Source: an optimization exercise on an open RTL-to-GDS flow (aim: small area). Production flows keep margins and buffers that such runs may drop.
The RTL was checked by simulation tests, not by an equivalence proof against the original design.

## v5
## lif_neuron
module lif_neuron (
    input  wire        clk,
    input  wire        rst,
    input  wire [15:0] threshold,
    input  wire [15:0] leak_rate,
    input  wire [7:0]  refractory,
    input  wire        leaky_enable,
    input  wire        reset_on_spike,
    input  wire [15:0] input_neuron_id,
    input  wire [7:0]  synapse_weight,
    input  wire        spike_in_valid,
    output wire        spike_in_ready,
    output reg  [15:0] output_neuron_id,
    output reg         spike_out_valid,
    input  wire        spike_out_ready,
    input  wire [15:0] neuron_id,
    output reg  [15:0] membrane_potential,
    output wire        in_refractory,
    output reg  [7:0]  refract_counter
);
==> flow/config.mk <==
export PLATFORM = sky130hd
export DESIGN_NAME = lif_neuron
export DESIGN_NICKNAME = lif_neuron
export VERILOG_FILES = /design/flow/design.v
export SDC_FILE = /design/flow/constraint.sdc
export NUM_CORES = 4
export LEC_CHECK = 0
export CAP_MARGIN = 5
export CORE_MARGIN = 2
export CORE_UTILIZATION = 55
export GPL_TIMING_DRIVEN = 0
export PLACE_DENSITY = 0.75
export SLEW_MARGIN = 5
export SYNTH_HIERARCHICAL = 1
export SYNTH_MINIMUM_KEEP_SIZE = 0
==> flow/constraint.sdc <==
create_clock -name core_clock -period 14.0 [get_ports {clk}]
set_input_delay 2.8000 -clock core_clock [delete_from_list [all_inputs] [get_ports {clk}]]
set_output_delay 2.8000 -clock core_clock [all_outputs]
set_load 0.01 [all_outputs]
standard.sh (not shown) runs the stock make flow with config.mk's settings and CLKGATE_MAP_FILE= SYNTH_SCRIPT=/design/flow/synth_recipe.tcl, a recipe that flattens the netlist after the stock synthesis.
==> flow/flow/run.sh <==
#!/bin/bash
# Standard ORFS layout (the standard.sh: standard synthesis, floorplan,
# placement, CTS, routing) with these changes:
# - after floorplan, flow/downsize.tcl sets combinational cells that synthesis
#   upsized back to drive strength 1 (repair steps size up what needs it);
# - the buffers that buffer_ports puts on every input and output port are the
#   smallest plain buffer (sky130_fd_sc_hd__buf_1) instead of the cell the
#   resizer picks by default;
# - clock tree synthesis uses clkbuf_8 buffers and no dummy loads;
# - synthesis (ABC) buffers are removed at floorplan (REMOVE_ABC_BUFFERS);
# make's whole output goes to make_finish.log; each ORFS step keeps its own
# log under orfs/logs/.
set -euo pipefail
cd "$(dirname "$0")/.."
bash standard.sh \
  "POST_FLOORPLAN_TCL=$PWD/flow/downsize.tcl" \
  "BUFFER_PORTS_ARGS=-buffer_cell sky130_fd_sc_hd__buf_1" \
  "CTS_ARGS=-sink_clustering_enable -repair_clock_nets -dont_use_dummy_load -buf_list sky130_fd_sc_hd__clkbuf_8" \
  "REMOVE_ABC_BUFFERS=1" \
  finish > make_finish.log 2>&1
==> flow/flow/downsize.tcl <==
# Sourced by ORFS at the end of floorplan (POST_FLOORPLAN_TCL).  Synthesis
# (ABC) maps small helper modules on their own and often picks a larger drive
# strength than the layout needs; set every combinational cell that has a
# size-1 variant of the same function back to size 1.  The later repair steps
# (repair_design, repair_timing) size cells up again where timing, slew or
# capacitance need it.  Flip-flops and clock cells are left alone.
set db [ord::get_db]
set block [ord::get_db_block]
set swapped 0
foreach inst [$block getInsts] {
  set master [$inst getMaster]
  set name [$master getName]
  if {![regexp {^(sky130_fd_sc_hd__[a-z0-9]+)_([0-9]+)$} $name -> base size]} { continue }
  if {$size <= 1} { continue }
  if {[regexp {__(df|sdf|edf|dl|clk|dly|conb|tap|fill|decap|diode)} $base]} { continue }
  set small [$db findMaster ${base}_1]
  if {$small eq "NULL" || $small eq ""} { continue }
  if {[$small getWidth] >= [$master getWidth]} { continue }
  $inst swapMaster $small
  incr swapped
}
puts "downsize.tcl: $swapped cells set to drive strength 1"
No stage failed in v5, and the final checks on the layout all came back clean.
Edits applied to the flow inputs when going from v5 to v4:
diff --git a/flow/design.v b/flow/design.v
--- a/flow/design.v
+++ b/flow/design.v
@@ -923,51 +923,39 @@
     lif_fa u_fs231 (.a(fc118), .b(fs175), .c(fc174), .s(xa[6]), .co(xb[7]));
     lif_fa u_fs233 (.a(fc122), .b(fs177), .c(fc176), .s(xa[7]), .co(xb[8]));
     lif_fa u_fs235 (.a(fc126), .b(fs179), .c(fc178), .s(xa[8]), .co(xb[9]));
     lif_fa u_fs237 (.a(fc130), .b(fs181), .c(fc180), .s(xa[9]), .co(xb[10]));
     lif_fa u_fs239 (.a(fc132), .b(fs183), .c(fc182), .s(xa[10]), .co(xb[11]));
     lif_fa u_fs241 (.a(fc136), .b(fs185), .c(fc184), .s(xa[11]), .co(xb[12]));
     lif_fa u_fs243 (.a(bp_6_16), .b(fs187), .c(fc186), .s(xa[12]), .co(xb[13]));
     lif_fa u_fs245 (.a(fc138), .b(bs_7_15), .c(fc188), .s(xa[13]), .co(xb[14]));
     wire fc248;
     lif_fa u_fs247 (.a(m[13]), .b(bs_7_16), .c(fs189), .s(xa[14]), .co(fc248));
     wire lc249 = (bn_0_0 & bp_0_0) | (bn_0_0 & 1'b1) | (bp_0_0 & 1'b1);
     wire lc250 = (bp_0_1 & 1'b1) | (bp_0_1 & lc249) | (1'b1 & lc249);
-    wire lc251;
-    lif_maj u_lc2 (.a(bp_1_0), .b(fs191), .c(lc250), .y(lc251));
-    wire lc252;
-    lif_maj u_lc3 (.a(fs193), .b(fc192), .c(lc251), .y(lc252));
-    wire lc253;
-    lif_maj u_lc4 (.a(fs195), .b(fc194), .c(lc252), .y(lc253));
-    wire lc254;
-    lif_maj u_lc5 (.a(fs197), .b(fc196), .c(lc253), .y(lc254));
-    wire lc255;
-    lif_maj u_lc6 (.a(fs199), .b(fc198), .c(lc254), .y(lc255));
-    wire lc256;
-    lif_maj u_lc7 (.a(fs201), .b(fc200), .c(lc255), .y(lc256));
-    wire lc257;
-    lif_maj u_lc8 (.a(fs203), .b(fc202), .c(lc256), .y(lc257));
-    wire lc258;
-    lif_maj u_lc9 (.a(fs205), .b(fc204), .c(lc257), .y(lc258));
-    wire lc259;
-    lif_maj u_lc10 (.a(fs207), .b(fc206), .c(lc258), .y(lc259));
-    wire lc260;
-    lif_maj u_lc11 (.a(fs209), .b(fc208), .c(lc259), .y(lc260));
-    wire lc261;
-    lif_maj u_lc12 (.a(fs211), .b(fc210), .c(lc260), .y(lc261));
-    wire lc262;
-    lif_maj u_lc13 (.a(fs213), .b(fc212), .c(lc261), .y(lc262));
-    wire lc263;
-    lif_maj u_lc14 (.a(fs215), .b(fc214), .c(lc262), .y(lc263));
-    lif_maj u_lc15 (.a(fs217), .b(fc216), .c(lc263), .y(nc));
+    wire lc251 = (bp_1_0 & fs191) | (bp_1_0 & lc250) | (fs191 & lc250);
+    wire lc252 = (fs193 & fc192) | (fs193 & lc251) | (fc192 & lc251);
+    wire lc253 = (fs195 & fc194) | (fs195 & lc252) | (fc194 & lc252);
+    wire lc254 = (fs197 & fc196) | (fs197 & lc253) | (fc196 & lc253);
+    wire lc255 = (fs199 & fc198) | (fs199 & lc254) | (fc198 & lc254);
+    wire lc256 = (fs201 & fc200) | (fs201 & lc255) | (fc200 & lc255);
+    wire lc257 = (fs203 & fc202) | (fs203 & lc256) | (fc202 & lc256);
+    wire lc258 = (fs205 & fc204) | (fs205 & lc257) | (fc204 & lc257);
+    wire lc259 = (fs207 & fc206) | (fs207 & lc258) | (fc206 & lc258);
+    wire lc260 = (fs209 & fc208) | (fs209 & lc259) | (fc208 & lc259);
+    wire lc261 = (fs211 & fc210) | (fs211 & lc260) | (fc210 & lc260);
+    wire lc262 = (fs213 & fc212) | (fs213 & lc261) | (fc212 & lc261);
+    wire lc263 = (fs215 & fc214) | (fs215 & lc262) | (fc214 & lc262);
+    wire lc264 = (fs217 & fc216) | (fs217 & lc263) | (fc216 & lc263);
+    assign nc = lc264;
 endmodule
 module lif_fa (
     input  wire a,
     input  wire b,
     input  wire c,
     output wire s,
     output wire co
 );
     assign s = a ^ b ^ c;
     assign co = (a & b) | (a & c) | (b & c);
 endmodule
 module lif_maj (
Findings:
- Taking v5 as the reference, in v4 global-route usage saw an increase; worst max-slew margin expressed relative to the limit saw a decrease.
- v4 vs. v5: total number of vias +208, area of the core +about 0.8%.
- Relative to v5, the non-clock buffer count measured on v4 has decreased slightly.

## static timing again, ports no longer ideal
No port has a modelled driver above. Below, the same layouts with a new extraction and two added sets of constraints. Step 1 assumes that a clkbuf_16 drives the clock port and a buf_2 every other input. Step 2 times the ports against the registers' clock, not the clock port: input delays grow and output delays shrink by t, the midpoint of the rising clock arrivals with the driver on. Three values: ideal, step 1, step 2; two values: the first two.
run	t, ns	setup slack, ns	worst hold slack (ns)	slew at the worst register clock pin (ns)	pins driven straight from the clock port
v5	0.338	0.733 / 0.742 / 0.404	0.469 / 0.469 / 0.469	0.09 / 0.09	1
v4	0.320	0.982 / 0.987 / 0.667	0.473 / 0.473 / 0.473	0.08 / 0.08	1
After both steps setup and hold are still met in every run listed. For v5, which loses most, drivers alone change the setup slack by +0.009 ns; drivers and shift together by -0.329 ns.
